Source: an optimization exercise on an open RTL-to-GDS flow (aim: small area). Production flows keep margins and buffers that such runs may drop.
Function was checked by simulation only, so behaviour that the tests miss may differ from the original.
No activity file was given, so power comes from the tool's default toggle rates.

==> juniper <==
==> flow/design.v <==
module cpu (
    input  [31:0] pc_rtvec,
    output [13:0] itcm_ram_addr,
    input  [31:0] itcm_ram_dout,
    output        dtcm_ram_we,
    output [13:0] dtcm_ram_addr,
    output [31:0] dtcm_ram_din,
    output [3:0]  dtcm_ram_wem,
    input  [31:0] dtcm_ram_dout,
    input         clk,
    input         rst_n
);
    wire [31:0] ins = itcm_ram_dout;
    reg  [2:0] ph;       
    reg        pass2;    
    reg        init;     
    wire ph0 = (ph == 3'd0);
    wire ph7 = (ph == 3'd7);
    wire o6 = ins[6], o5 = ins[5], o4 = ins[4], o3 = ins[3], o2 = ins[2];
    wire [2:0] f3 = ins[14:12];
    wire is_bxx   = o6 & ~o2;
    wire is_jal   = o6 & o3;
    wire is_jalr  = o6 & o2 & ~o3;
    wire is_load  = ~o6 & ~o5 & ~o4;
    wire is_store = ~o6 & o5 & ~o4;
    wire is_alu   = ~o6 & o4 & ~o2;      
    wire is_op    = is_alu & o5;
    wire is_u     = ~o6 & o4 & o2;       
    wire is_lui   = is_u & o5;
    wire is_auipc = is_u & ~o5;
    wire is_shift = is_alu & (f3[1:0] == 2'b01);
    wire is_slt   = is_alu & (f3[2:1] == 2'b01);
    wire two_pass = is_bxx | is_load | is_store | is_shift | is_slt;
    wire last = ph7 & (init | pass2 | ~two_pass);
    always @(posedge clk or negedge rst_n)
        if (!rst_n) begin
            ph    <= 3'd0;
            pass2 <= 1'b0;
            init  <= 1'b1;
        end else begin
            ph <= ph + 3'd1;
            if (ph7) begin
                init  <= 1'b0;
                pass2 <= ~pass2 & two_pass & ~init;
            end
        end
    wire [4:0] rs1 = ins[19:15];
    wire [4:0] rs2 = ins[24:20];
    wire [4:0] rd  = ins[11:7];
    wire       rd_we;
    wire [3:0] rd_wd;
    wire [3:0] rf_head [0:31];
    assign rf_head[0] = 4'd0;
    genvar g;
    generate
        for (g = 1; g < 32; g = g + 1) begin : rf
            reg  [31:0] r;
            wire        wen = rd_we & (rd == g);
            always @(posedge clk)
                r <= {(wen ? rd_wd : r[3:0]), r[31:4]};
            assign rf_head[g] = r[3:0];
        end
    endgenerate
    wire [3:0] ra = rf_head[rs1];
    wire [3:0] rb = rf_head[rs2];
    reg  [31:0] pcr;
    wire [3:0]  pch = pcr[3:0];
    wire fsb = is_store | is_bxx;
    wire sgn31 = ins[31];
    reg [3:0] imm_nib;
    always @* begin
        case (ph)
            3'd0: imm_nib = is_u ? 4'd0 : {(fsb ? ins[10:8] : ins[23:21]),
                                           (is_store ? ins[7] : (ins[20] & ~is_bxx & ~is_jal))};
            3'd1: imm_nib = is_u ? 4'd0 : {ins[27:25], (fsb ? ins[11] : ins[24])};
            3'd2: imm_nib = is_u ? 4'd0 : {(is_bxx ? ins[7] : is_jal ? ins[20] : sgn31), ins[30:28]};
            3'd3: imm_nib = (is_u | is_jal) ? ins[15:12] : {4{sgn31}};
            3'd4: imm_nib = (is_u | is_jal) ? ins[19:16] : {4{sgn31}};
            3'd5: imm_nib = is_u ? ins[23:20] : {4{sgn31}};
            3'd6: imm_nib = is_u ? ins[27:24] : {4{sgn31}};
            default: imm_nib = is_u ? ins[31:28] : {4{sgn31}};
        endcase
    end
    reg        cy;       
    reg        zacc;     
    reg        cmp;      
    wire a_pc   = is_jal | is_auipc | (is_bxx & pass2);
    wire a_zero = is_lui | is_shift;
    wire b_reg  = is_op | (is_bxx & ~pass2);
    wire sub    = (is_op & (f3 == 3'b000) & ins[30]) | is_slt | (is_bxx & ~pass2) |
                      (is_shift & ~f3[2]);
    wire [3:0] opa = a_pc ? pch : (a_zero ? 4'd0 : ra);
    wire [3:0] opb = b_reg ? rb : imm_nib;
    wire [3:0] opbx = opb ^ {4{sub}};
    wire       cin = ph0 ? sub : cy;
    wire [4:0] sum = {1'b0, opa} + {1'b0, opbx} + {4'd0, cin};
    wire [3:0] alu_res = (is_alu & f3[2]) ?
                         (f3[1] ? (f3[0] ? (opa & opb) : (opa | opb)) : (opa ^ opb)) :
                         sum[3:0];
    wire eq   = (ph0 | zacc) & (sum[3:0] == 4'd0);
    wire ltu  = ~sum[4];
    wire lts  = (opa[3] ^ opb[3]) ? opa[3] : ~sum[4];
    wire uns  = is_bxx ? f3[1] : f3[0];
    wire lres = uns ? ltu : lts;
    wire cmpres = is_bxx ? ((f3[2] ? lres : eq) ^ f3[0]) : lres;
    always @(posedge clk) begin
        cy   <= sum[4];
        zacc <= eq;
        if (ph7 & ~pass2) cmp <= cmpres;
    end
    reg        ci;
    wire [4:0] inc = {1'b0, pch} + (ph0 ? 5'd4 : {4'd0, ci});
    always @(posedge clk) ci <= inc[4];
    reg [15:0] dreg;
    always @(posedge clk)
        if (~pass2 & ~ph[2]) dreg <= {sum[3:0], dreg[15:4]};
    wire [1:0] off = dreg[1:0];
    reg [31:0] sreg;
    always @(posedge clk)
        sreg <= {(o4 ? ra : rb), sreg[31:4]};
    reg sgn;
    wire [2:0] li = ph + {off, 1'b0};
    wire [3:0] ldnib = dtcm_ram_dout[{li, 2'b00} +: 4];
    wire sgn_ld = pass2 & is_load & ((ph == 3'd1 & f3[1:0] == 2'b00) | (ph == 3'd3 & f3[1:0] == 2'b01));
    always @(posedge clk)
        if ((ph7 & ~pass2) | sgn_ld) sgn <= pass2 ? ldnib[3] : ra[3];
    wire lfill = (f3[1:0] == 2'b00 & ph >= 3'd2) | (f3[1:0] == 2'b01 & ph >= 3'd4);
    wire [3:0] ldres = lfill ? {4{sgn & ~f3[2]}} : ldnib;
    wire [4:0] rot    = dreg[4:0];
    wire       shr    = f3[2] | (rot == 5'd0);
    wire [2:0] ta     = rot[4:2];
    wire [1:0] tb     = rot[1:0];
    wire [35:0] taps  = {ra, sreg[31:4]};
    wire [3:0] tap    = taps[{ta, 2'b00} +: 4];
    wire       wrapped = pass2 & (ta >= ~ph);
    wire       fillb  = f3[2] & ins[30] & sgn;
    wire [3:0] tapm   = (shr ? wrapped : ~wrapped) ? {4{fillb}} : tap;
    reg  [3:0] sp;
    always @(posedge clk) sp <= tapm;
    wire [7:0] funnel = {tapm, sp};
    wire [3:0] shres  = funnel[tb +: 4];
    wire wr1 = (is_alu & ~is_shift & ~is_slt) | is_u | is_jal | is_jalr;
    wire wr2 = is_slt | is_shift | is_load;
    assign rd_we = ~init & (rd != 5'd0) & (pass2 ? wr2 : wr1);
    assign rd_wd = pass2 ? (is_load  ? ldres :
                            is_shift ? shres :
                                       {3'd0, cmp & ph0}) :
                           (o6 ? inc[3:0] : alu_res);
    wire [3:0] vec_nib = pc_rtvec[{ph, 2'b00} +: 4];
    wire [3:0] tgt = {sum[3:1], sum[0] & ~(is_jalr & ph0)};
    wire [3:0] pc_in = init  ? vec_nib :
                       pass2 ? (is_bxx ? (cmp ? tgt : inc[3:0]) : pch) :
                               (is_bxx ? pch : (o6 ? tgt : inc[3:0]));
    always @(posedge clk)
        pcr <= {pc_in, pcr[31:4]};
    reg [13:0] areg;
    assign itcm_ram_addr = last ? pcr[19:6] : areg;
    always @(posedge clk)
        areg <= itcm_ram_addr;
    wire [2:0] wph = 3'd0 - {off, 1'b0};
    assign dtcm_ram_we   = ~init & pass2 & is_store & (ph == wph);
    assign dtcm_ram_addr = dreg[15:2];
    assign dtcm_ram_din  = sreg;
    assign dtcm_ram_wem  = f3[1] ? 4'b1111 :
                           f3[0] ? (off[1] ? 4'b1100 : 4'b0011) :
                                   (4'b0001 << off);
endmodule
==> flow/flow/run.sh <==
#!/bin/bash
# Layout flow: the standard ORFS flow (standard.sh) with these changes
#  - synthesis: ORFS's own synth.tcl, but logic is mapped by an area-oriented
#    ABC script; the flow synthesizes once with each flow/abc*.script (in
#    cand/NAME, several at a time) and keeps the script whose netlist has the
#    smallest cell area. Full/half-adder cell extraction and the Kogge-Stone
#    adder map are off (plain logic is smaller). Registers are mapped exactly
#    as in the standard synthesis (ABC only maps combinational logic).
#  - every port gets the smallest buffer (buf_1)
#  - the clock tree uses clkbuf_8 leaves in clusters of 20 and no dummy loads
# Each ORFS step writes its full log under orfs/logs/ (cand/NAME/logs/ for the
# trial syntheses); make's output is in flow.log and synth_NAME.log, and the
# trial areas in synth_areas.txt.
set -euo pipefail
HERE=$(pwd)
export HERE
export FLOW_FLOW_DIR=$HERE/flow
export BUFFER_PORTS_ARGS="-buffer_cell sky130_fd_sc_hd__buf_1"
export CTS_ARGS="-sink_clustering_enable -repair_clock_nets -dont_use_dummy_load -buf_list ${CTS_BUFS:-sky130_fd_sc_hd__clkbuf_8} -sink_clustering_size ${CTS_SIZE:-20} -sink_clustering_max_diameter ${CTS_DIAM:-60}"
export SYN="SYNTH_SCRIPT=$HERE/flow/synth.tcl ADDER_MAP_FILE= SYNTH_OPERATIONS_ARGS=-noshare"

trial() {
  local n
  n=$(basename "$1" .script)
  if FLOW_ABC_SCRIPT=$HERE/$1 bash standard.sh $SYN WORK_HOME=$HERE/cand/$n synth > synth_$n.log 2>&1; then
    echo "$n $(grep -m1 'Chip area for module' cand/$n/reports/*/cpu/base/synth_stat.txt | awk '{print $NF}')"
  fi
}
export -f trial
ls flow/abc*.script | xargs -P 4 -I{} bash -c 'trial {}' | sort -k2 -g > synth_areas.txt
best=$(head -1 synth_areas.txt | awk '{print $1}')
echo "best $best" >> synth_areas.txt
export FLOW_ABC_SCRIPT=$HERE/flow/$best.script
bash standard.sh $SYN finish > flow.log 2>&1
==> flow/flow/abc01.script <==
strash
ifraig
dc2
strash
dch
amap -F 20 -A 40
topo
==> flow/flow/abc02.script <==
strash
ifraig
dc2
strash
dch
amap -m -F 40 -A 80
topo
==> flow/flow/abc03.script <==
strash
ifraig
dc2
resub -K 8
strash
dch
amap -m -F 40 -A 80
topo
==> flow/flow/abc04.script <==
strash
fraig
dc2
strash
dch
amap -F 20 -A 40
topo
==> flow/flow/abc05.script <==
strash
ifraig
dc2
refactor -z
strash
dch
amap -F 20 -A 40
topo
==> flow/flow/abc06.script <==
strash
ifraig
dc2
refactor -z
strash
dch
amap -m -F 40 -A 80
topo
==> flow/flow/abc07.script <==
strash
ifraig
dc2
resub -K 8
strash
dch
amap -m -F 20 -A 40 -E 0.01
topo
==> flow/flow/abc08.script <==
strash
ifraig
dc2
ifraig
dc2
strash
dch
amap -m -F 20 -A 40 -E 0.01
topo
==> flow/flow/abc09.script <==
strash
dc2
dch -r
amap -m -F 40 -A 80
topo
==> flow/flow/abc10.script <==
strash
ifraig
refactor -z
rewrite -z
dc2
strash
dch
amap -m -F 40 -A 80
topo
==> flow/flow/abc11.script <==
strash
ifraig
refactor -z
rewrite -z
dc2
strash
dch
amap -F 20 -A 40
topo
==> flow/flow/abc12.script <==
strash
ifraig
dc2
strash
dch -f
amap -F 20 -A 40
topo
==> flow/flow/abc13.script <==
strash
ifraig
dc2
strash
dch -f
amap -m -F 40 -A 80
topo
==> flow/flow/abc14.script <==
strash
dc2
ifraig
dc2
strash
dch -f
amap -m -F 40 -A 80
topo
==> flow/flow/abc15.script <==
strash
dc2
dch -f
amap -m -F 40 -A 80
topo
==> flow/flow/abc16.script <==
strash
ifraig
dc2 -b
strash
dch
amap -F 20 -A 40
topo
==> flow/flow/synth.tcl <==
# synth_recipe.tcl with one change: ABC runs the script named by FLOW_ABC_SCRIPT
# (one of flow/abc*.script) instead of ORFS's.
proc synth {args} { yosys synth -nofsm -noshare {*}$args }
set f [open $::env(SCRIPTS_DIR)/synth.tcl]
set txt [read $f]
close $f
set old {log_cmd abc {*}$abc_args}
if {[string first $old $txt] < 0} { error "synth.tcl: abc call not found" }
set new "log_cmd abc -script $::env(FLOW_ABC_SCRIPT) {*}\[lrange \$abc_args 2 end\]"
eval [string map [list $old $new] $txt]
# left out here: clear keep_hierarchy, flatten, clean up, hide names made inside functions, write 1_2_yosys.v
==> flow/standard.sh <==
#!/bin/bash
# synth_recipe.tcl (not shown) runs the flow's synth.tcl, then flattens the netlist and writes it again
# the make line also repeats each setting of config.mk as NAME=value (left out here)
make -C /OpenROAD-flow-scripts/flow DESIGN_CONFIG=/design/flow/config.mk WORK_HOME=/design/flow/orfs CLKGATE_MAP_FILE= SYNTH_SCRIPT=/design/flow/synth_recipe.tcl "${@:-finish}"
==> flow/config.mk <==
export PLATFORM = sky130hd
export DESIGN_NAME = cpu
export DESIGN_NICKNAME = cpu
export VERILOG_FILES = /design/flow/design.v
export SDC_FILE = /design/flow/constraint.sdc
export NUM_CORES = 8
export LEC_CHECK = 0
export ABC_CLOCK_PERIOD_IN_PS = 10000
export CAP_MARGIN = 20
export CORE_MARGIN = 2
export CORE_UTILIZATION = 50
export SLEW_MARGIN = 20
==> flow/constraint.sdc <==
create_clock -name core_clock -period 20.0 [get_ports {clk}]
set_input_delay 4.0000 -clock core_clock [delete_from_list [all_inputs] [get_ports {clk}]]
set_output_delay 4.0000 -clock core_clock [all_outputs]
set_load 0.01 [all_outputs]
==> indigo (differences from juniper) <==
--- a/flow/design.v
+++ b/flow/design.v
@@ -66,20 +66,18 @@
     reg  [31:0] pcr;
     wire [3:0]  pch = pcr[3:0];
-    wire fsb = is_store | is_bxx;
-    wire sgn31 = ins[31];
-    reg [3:0] imm_nib;
+    reg [31:0] imm;
     always @* begin
-        case (ph)
-            3'd0: imm_nib = is_u ? 4'd0 : {(fsb ? ins[10:8] : ins[23:21]),
-                                           (is_store ? ins[7] : (ins[20] & ~is_bxx & ~is_jal))};
-            3'd1: imm_nib = is_u ? 4'd0 : {ins[27:25], (fsb ? ins[11] : ins[24])};
-            3'd2: imm_nib = is_u ? 4'd0 : {(is_bxx ? ins[7] : is_jal ? ins[20] : sgn31), ins[30:28]};
-            3'd3: imm_nib = (is_u | is_jal) ? ins[15:12] : {4{sgn31}};
-            3'd4: imm_nib = (is_u | is_jal) ? ins[19:16] : {4{sgn31}};
-            3'd5: imm_nib = is_u ? ins[23:20] : {4{sgn31}};
-            3'd6: imm_nib = is_u ? ins[27:24] : {4{sgn31}};
-            default: imm_nib = is_u ? ins[31:28] : {4{sgn31}};
-        endcase
+        if (is_bxx)
+            imm = {{20{ins[31]}}, ins[7], ins[30:25], ins[11:8], 1'b0};
+        else if (is_jal)
+            imm = {{12{ins[31]}}, ins[19:12], ins[20], ins[30:21], 1'b0};
+        else if (is_u)
+            imm = {ins[31:12], 12'd0};
+        else if (is_store)
+            imm = {{21{ins[31]}}, ins[30:25], ins[11:7]};
+        else
+            imm = {{21{ins[31]}}, ins[30:20]};
     end
+    wire [3:0] imm_nib = imm[{ph, 2'b00} +: 4];
     reg        cy;       
     reg        zacc;     
==> flow/flow/run.sh (replaced) <==
#!/bin/bash
# Layout flow: the standard ORFS flow (standard.sh) with these changes
#  - synthesis: ORFS's own synth.tcl, but logic is mapped by an area-oriented
#    ABC script; the flow synthesizes with each flow/abc*.script (in cand/N)
#    and keeps the one with the smallest cell area. Full/half-adder cell
#    extraction and the Kogge-Stone adder map are off (ripple logic is smaller).
#    Registers are mapped exactly as in the standard synthesis (ABC only maps
#    combinational logic).
#  - every port gets the smallest buffer (buf_1)
#  - the clock tree uses clkbuf_8 leaves in clusters of 20 and no dummy loads
# Each ORFS step writes its full log under orfs/logs/ (cand/N/logs/ for the
# trial syntheses); make's output is in flow.log and synth_N.log.
set -euo pipefail
HERE=$(pwd)
export FLOW_FLOW_DIR=$HERE/flow
export BUFFER_PORTS_ARGS="-buffer_cell sky130_fd_sc_hd__buf_1"
export CTS_ARGS="-sink_clustering_enable -repair_clock_nets -dont_use_dummy_load -buf_list ${CTS_BUFS:-sky130_fd_sc_hd__clkbuf_8} -sink_clustering_size ${CTS_SIZE:-20} -sink_clustering_max_diameter ${CTS_DIAM:-60}"
SYN="SYNTH_SCRIPT=$HERE/flow/synth.tcl ADDER_MAP_FILE= SYNTH_OPERATIONS_ARGS=-noshare"

best=""; best_area=""
for s in flow/abc*.script; do
  n=$(basename $s .script)
  export FLOW_ABC_SCRIPT=$HERE/$s
  if bash standard.sh $SYN WORK_HOME=$HERE/cand/$n synth > synth_$n.log 2>&1; then
    a=$(grep -m1 "Chip area for module" cand/$n/reports/*/cpu/base/synth_stat.txt | awk '{print $NF}')
    echo "$n $a" >> synth_areas.txt
    if [[ -z "$best" ]] || awk -v a=$a -v b=$best_area 'BEGIN{exit !(a<b)}'; then best=$n; best_area=$a; fi
  fi
done
echo "best $best $best_area" >> synth_areas.txt
export FLOW_ABC_SCRIPT=$HERE/flow/$best.script
bash standard.sh $SYN finish > flow.log 2>&1
==> flow/flow/abc1.script (new file) <==
strash
dc2
dch
amap -F 20 -A 40
topo
==> flow/flow/abc2.script (new file) <==
strash
refactor
rewrite
dc2
dch
amap -F 20 -A 40
topo
==> flow/flow/abc3.script (new file) <==
strash
dc2
dch -f
amap -F 20 -A 40
topo
==> flow/flow/abc4.script (new file) <==
strash
ifraig
dc2
strash
dch
amap -F 20 -A 40
topo
==> flow/flow/abc5.script (new file) <==
strash
dc2
strash
balance
rewrite
refactor
balance
rewrite
rewrite -z
balance
refactor -z
rewrite -z
balance
strash
dch
amap -F 20 -A 40
topo
==> flow/flow/abc6.script (new file) <==
strash
dch
amap -F 20 -A 40
topo
CORE_UTILIZATION = 40   (was 50)
removed: flow/flow/abc01.script
removed: flow/flow/abc02.script
removed: flow/flow/abc03.script
removed: flow/flow/abc04.script
removed: flow/flow/abc05.script
removed: flow/flow/abc06.script
removed: flow/flow/abc07.script
removed: flow/flow/abc08.script
removed: flow/flow/abc09.script
removed: flow/flow/abc10.script
removed: flow/flow/abc11.script
removed: flow/flow/abc12.script
removed: flow/flow/abc13.script
removed: flow/flow/abc14.script
removed: flow/flow/abc15.script
removed: flow/flow/abc16.script
==> run notes <==
| metric | juniper | indigo |
|---|---|---|
| Top achievable clock speed | 91.8 MHz | 86.7 MHz |
| Power consumed by combinational cells | 0.240 mW | 0.264 mW |
| Run status | no timing/DRC/antenna violations | no timing/DRC/antenna violations |
| Complex-gate fraction of the synthesized area | 11.8% | 13.0% |
| Post-placement worst setup slack | 8.92 ns | 8.57 ns |
| CLK BUF | 68 | 69 |
| Post-detailed-placement cell area | 0.0291 sq mm | 0.0296 sq mm |
| Switching fraction of total power | 23.4% | 23.8% |
| Design internal power | 2.75 mW | 2.76 mW |
| Detail Route met2 WL | 31.2 mm | 32.6 mm |
| Cell depth of the worst flop-to-flop path | 24 | 22 |
| Net load switching power | 0.841 mW | 0.865 mW |
| Number of inserted filler cells in the final layout | 4674 | 6261 |
| Total Nets Final | 2385 | 2344 |
| Aggregate global-route resource usage | 25.1% | 20.0% |
| Final Routed Wirelength | 72.0 mm | 72.8 mm |
| Count of different cell masters after synthesis | 42 | 48 |
| Number of buffers created by CTS | 68 | 69 |
| Fraction of area in registers | 73.9% | 72.8% |
| Area fraction of the dominant cell type after synthesis | 78.0% | 77.6% |
| Gate power share | 6.7% | 7.3% |
| Setup slack of the most critical reg-to-reg path | 13.58 ns | 13.39 ns |

==> afterwards: timing with drivers on the ports <==
No port has a modelled driver above. Below, the same layouts with a new extraction and two added sets of constraints.
Step 1 (the two cells are an assumption about what drives the block):
set clk [get_ports {clk}]
set_driving_cell -lib_cell sky130_fd_sc_hd__clkbuf_16 $clk
set_driving_cell -lib_cell sky130_fd_sc_hd__buf_2 [delete_from_list [all_inputs] $clk]
Step 2 moves the port delays by t, midway between the first and last clock arrival at a register: inputs arrive t later, outputs are due t later. That takes back most of the time a late clock gives input paths.
a / b / c = no drivers / after step 1 / after step 2; a / b = the first two.
run	shift t [ns]	setup slack, ns	hold slack, ns
juniper	0.697	9.101 / 9.053 / 8.853	0.264 / 0.264 / 0.264
indigo	0.717	8.462 / 8.437 / 8.437	0.248 / 0.248 / 0.248
After both steps every run listed still meets setup and hold. The setup slack of juniper, which loses most, moves by -0.048 ns with the drivers and by -0.248 ns with both steps.
